This design comes from an exercise in tuning for small area and a short achievable clock period on the open sky130 flow, not from production work.
Only simulation tests tie the RTL to the original design; equivalence was not proved.
Power and IR drop assume default switching activity.

Setup of north:
Design gng_interp, start of the top module:
module gng_interp (
    input clk,
    input rstn,
    input valid_in,
    input [63:0] data_in,
    output reg valid_out,
    output reg [15:0] data_out
);
For scale: ~4400 cells after synthesis, about 510 flip-flops, about 84 I/O pins, about 0.033 mm^2 of cells after synthesis.
==> flow/config.mk <==
export PLATFORM = sky130hd
export DESIGN_NAME = gng_interp
export DESIGN_NICKNAME = gng_interp
export VERILOG_FILES = /design/flow/design.v
export SDC_FILE = /design/flow/constraint.sdc
export NUM_CORES = 4
export LEC_CHECK = 0
export ABC_AREA = 1
export CAP_MARGIN = 20
export CORE_MARGIN = 2
export CORE_UTILIZATION = 45
export CTS_CLUSTER_DIAMETER = 100
export CTS_CLUSTER_SIZE = 30
export SETUP_SLACK_MARGIN = 5
export SLEW_MARGIN = 20
export SYNTH_MEMORY_MAX_BITS = 16384
==> flow/constraint.sdc <==
create_clock -name core_clock -period 8.0 [get_ports {clk}]
set_input_delay 1.6000 -clock core_clock [delete_from_list [all_inputs] [get_ports {clk}]]
set_output_delay 1.6000 -clock core_clock [all_outputs]
set_load 0.01 [all_outputs]
run.sh (not shown) runs the stock make flow with config.mk's settings and CLKGATE_MAP_FILE= SYNTH_SCRIPT=/design/flow/synth_recipe.tcl, a recipe that flattens the netlist after the stock synthesis.
Setup changes, north to south
- clearing CTS_CLUSTER_DIAMETER, which used to be 100
- clearing CTS_CLUSTER_SIZE, which used to be 30
Findings:
south closes out successfully: all stages finished, all timing, DRC and antenna checks passed.
Compared with north, in south fmax now sits higher, count of clock-net buffers in the final layout now sits higher, critical path depth now sits higher, final area now sits higher, static power due to leakage now sits higher.
For the clock network power consumption, south came in 73% higher than north did.
l0[5]$_SDFF_PN0_ as the startpoint of the worst setup timing path was reported by north, and o1[2]$_DFF_P_ by south.
Sort south and north by switching share of power desc -> top: north
The setup slack of south is larger than that of north.
Inputs modified between south and east:
==> flow/flow/run.sh (new file) <==
#!/bin/bash
set -euo pipefail
MARGIN=$(cat flow/margin.txt)
sed -E "s/SETUP_SLACK_MARGIN=[-0-9.]+/SETUP_SLACK_MARGIN=${MARGIN}/" standard.sh > standard_margin.sh
grep -q "SETUP_SLACK_MARGIN=${MARGIN} " standard_margin.sh
bash standard_margin.sh > flow_make.log 2>&1
==> flow/flow/margin.txt (new file) <==
5.3
==> flow/standard.sh (new file) <==
#!/bin/bash
# synth_recipe.tcl (not shown) runs the flow's synth.tcl, then flattens the netlist and writes it again
# the make line also repeats each setting of config.mk as NAME=value (left out here)
make -C /OpenROAD-flow-scripts/flow DESIGN_CONFIG=/design/flow/config.mk WORK_HOME=/design/flow/orfs CLKGATE_MAP_FILE= SYNTH_SCRIPT=/design/flow/synth_recipe.tcl "${@:-finish}"
removed: flow/run.sh
--- outcome ---
Compared with south, routed length on met1 in east decreased by a little under 10%.
Going from south to east, non-clock buffer count in the final layout grew by 22%; average via count per standard cell shrank by 1.7%; aggregate routed wire length shrank by 12 mm.
Sort east and south by worst setup slack, descending, and east comes first.
When the final numbers for east and south were put side by side, the peak fanout along the critical path turned out to be greater in south.
Summary: total power, east worse than south
Cell count: east higher than south
The cell area after placement on east is in line with that on south.
When the final numbers for east and south were put side by side, the sequential portion of the cell area turned out to be smaller in east.
#### Input delta (west over east)
- swapping 45 for 50 in CORE_UTILIZATION
==> flow/run.sh (new file) <==
#!/bin/bash
# synth_recipe.tcl (not shown) runs the flow's synth.tcl, then flattens the netlist and writes it again
# the make line also repeats each setting of config.mk as NAME=value (left out here)
make -C /OpenROAD-flow-scripts/flow DESIGN_CONFIG=/design/flow/config.mk WORK_HOME=/design/flow/orfs CLKGATE_MAP_FILE= SYNTH_SCRIPT=/design/flow/synth_recipe.tcl finish
removed: flow/flow/run.sh
removed: flow/flow/margin.txt
removed: flow/standard.sh
[summary]
Looking at the reports, west completed the entire flow and the layout it produced met the timing, design-rule and antenna checks. c2n_1[9]$_DFF_P_ as the timing endpoint of the critical path was reported by east, and k1_1[7]$_DFF_P_ by west. west vs. east: combinational-cell power consumption moved up, total power draw moved up, core region area moved down.

gng_interp again, from the RTL that the note above started with.
// gng_interp
module gng_interp (
    input clk,
    input rstn,
    input valid_in,
    input [63:0] data_in,
    output reg valid_out,
    output reg [15:0] data_out
);
wire [5:0] lzd_in;
gng_lzd u_gng_lzd (.data_in(data_in[63:3]), .data_out(lzd_in));
reg [7:0] h0, l0, h0c, l0c;
reg [3:0] o0, o0c;
reg [14:0] x0;
reg s0, v0;
always @ (posedge clk) begin
    h0 <= rstn ? (8'd1 << lzd_in[5:3]) : 8'd1;
    l0 <= rstn ? (8'd1 << lzd_in[2:0]) : 8'd1;
    o0 <= rstn ? (4'd1 << {data_in[1], data_in[2]}) : 4'd1;
    h0c <= 8'd1 << lzd_in[5:3];
    l0c <= 8'd1 << lzd_in[2:0];
    o0c <= 4'd1 << {data_in[1], data_in[2]};
    x0 <= {data_in[3], data_in[4], data_in[5], data_in[6], data_in[7],
           data_in[8], data_in[9], data_in[10], data_in[11], data_in[12],
           data_in[13], data_in[14], data_in[15], data_in[16], data_in[17]};
    s0 <= data_in[0];
    v0 <= rstn & valid_in;
end
wire [16:0] c2_0, k1_0;
gng_coef_c2 u_gng_coef_c2 (.h(h0c), .l(l0c), .o(o0c), .c2(c2_0));
gng_coef_k1 u_gng_coef_k1 (.h(h0), .l(l0), .o(o0), .k1(k1_0));
reg [7:0] h1, l1;
reg [3:0] o1;
wire [14:0] clr0 = {h1[7] & l1[4], h1[7] & l1[3], h1[7] & l1[2], h1[7] & l1[1], h1[7] & l1[0],
                    h1[6] & l1[7], h1[6] & l1[6], h1[6] & l1[5], h1[6] & l1[4],
                    h1[6] & l1[3], h1[6] & l1[2], h1[6] & l1[1], h1[6] & l1[0],
                    h1[5] & l1[7], h1[5] & l1[6]};
wire [14:0] xm0 = x0 & ~clr0;
reg [16:0] c2n_1, k1_1;
reg [22:0] bx1;
reg s1, v1;
always @ (posedge clk) begin
    c2n_1 <= ~c2_0;
    k1_1 <= k1_0;
    h1 <= h0;
    l1 <= l0;
    o1 <= o0;
  ...
Settings: LEC_CHECK=0, ABC_AREA=1, CAP_MARGIN=20, CORE_MARGIN=2, CORE_UTILIZATION=45, SETUP_SLACK_MARGIN=5, SLEW_MARGIN=20, SYNTH_MEMORY_MAX_BITS=16384; clock period 8.0 ns.
standard.sh (not shown) runs the stock make flow with config.mk's settings and CLKGATE_MAP_FILE= SYNTH_SCRIPT=/design/flow/synth_recipe.tcl, a recipe that flattens the netlist after the stock synthesis.
==> flow/flow/run.sh <==
#!/bin/bash
set -euo pipefail
MARGIN=$(cat flow/margin.txt)
sed -E "s/SETUP_SLACK_MARGIN=[-0-9.]+/SETUP_SLACK_MARGIN=${MARGIN}/" standard.sh > standard_margin.sh
grep -q "SETUP_SLACK_MARGIN=${MARGIN} " standard_margin.sh
bash standard_margin.sh > flow_make.log 2>&1
==> flow/flow/margin.txt <==
5.45
The baseline went through all stages and came out clean.
Change:
==> flow/run.sh (new file) <==
#!/bin/bash
# synth_recipe.tcl (not shown) runs the flow's synth.tcl, then flattens the netlist and writes it again
# the make line also repeats each setting of config.mk as NAME=value (left out here)
make -C /OpenROAD-flow-scripts/flow DESIGN_CONFIG=/design/flow/config.mk WORK_HOME=/design/flow/orfs CLKGATE_MAP_FILE= SYNTH_SCRIPT=/design/flow/synth_recipe.tcl finish
--- a/flow/config.mk
+++ b/flow/config.mk
@@ -11,2 +11,3 @@
 export CORE_UTILIZATION = 45
+export CTS_BUF_LIST = sky130_fd_sc_hd__clkbuf_8
 export SETUP_SLACK_MARGIN = 5
removed: flow/flow/run.sh
removed: flow/flow/margin.txt
removed: flow/standard.sh
What happened:
- clock power went down by 12%
- first-iteration DRC count went up by 4.1%
- hold slack improves by 0.035 ns
- die area stays the same
- wire length went down by 4.8%
- via count went down by 4.3%
- fmax went down by 11%

## afterwards: timing with drivers on the ports
No port has a modelled driver above. Below, the same layouts with a new extraction and two added sets of constraints. Step 1 sets driving cells, clkbuf_16 on the clock port and buf_2 on the other inputs (assumed; they add their load-dependent delay and slew). Step 2, shift: input delay + t, output delay - t, t = (earliest + latest rising clock arrival at the registers) / 2. This alone moves slack from input paths to output paths. a / b / c = ideal ports / drivers / drivers and shift; a / b = the first two.
run	t, ns	setup WS [ns]	cell pins on the clock port's net
north	0.686	4.894 / 4.894 / 4.613	1
south	0.664	4.955 / 4.955 / 4.550	1
east	0.674	5.233 / 5.233 / 4.712	1
west	0.676	4.961 / 4.954 / 4.546	1
the first run of note 2	0.702	5.258 / 5.238 / 4.825	1
the second run of note 2	0.756	4.909 / 4.909 / 4.545	1
After both steps setup and hold are still met in every run listed. For east, which loses most, drivers alone change the setup slack by 0.000 ns; drivers and shift together by -0.521 ns.
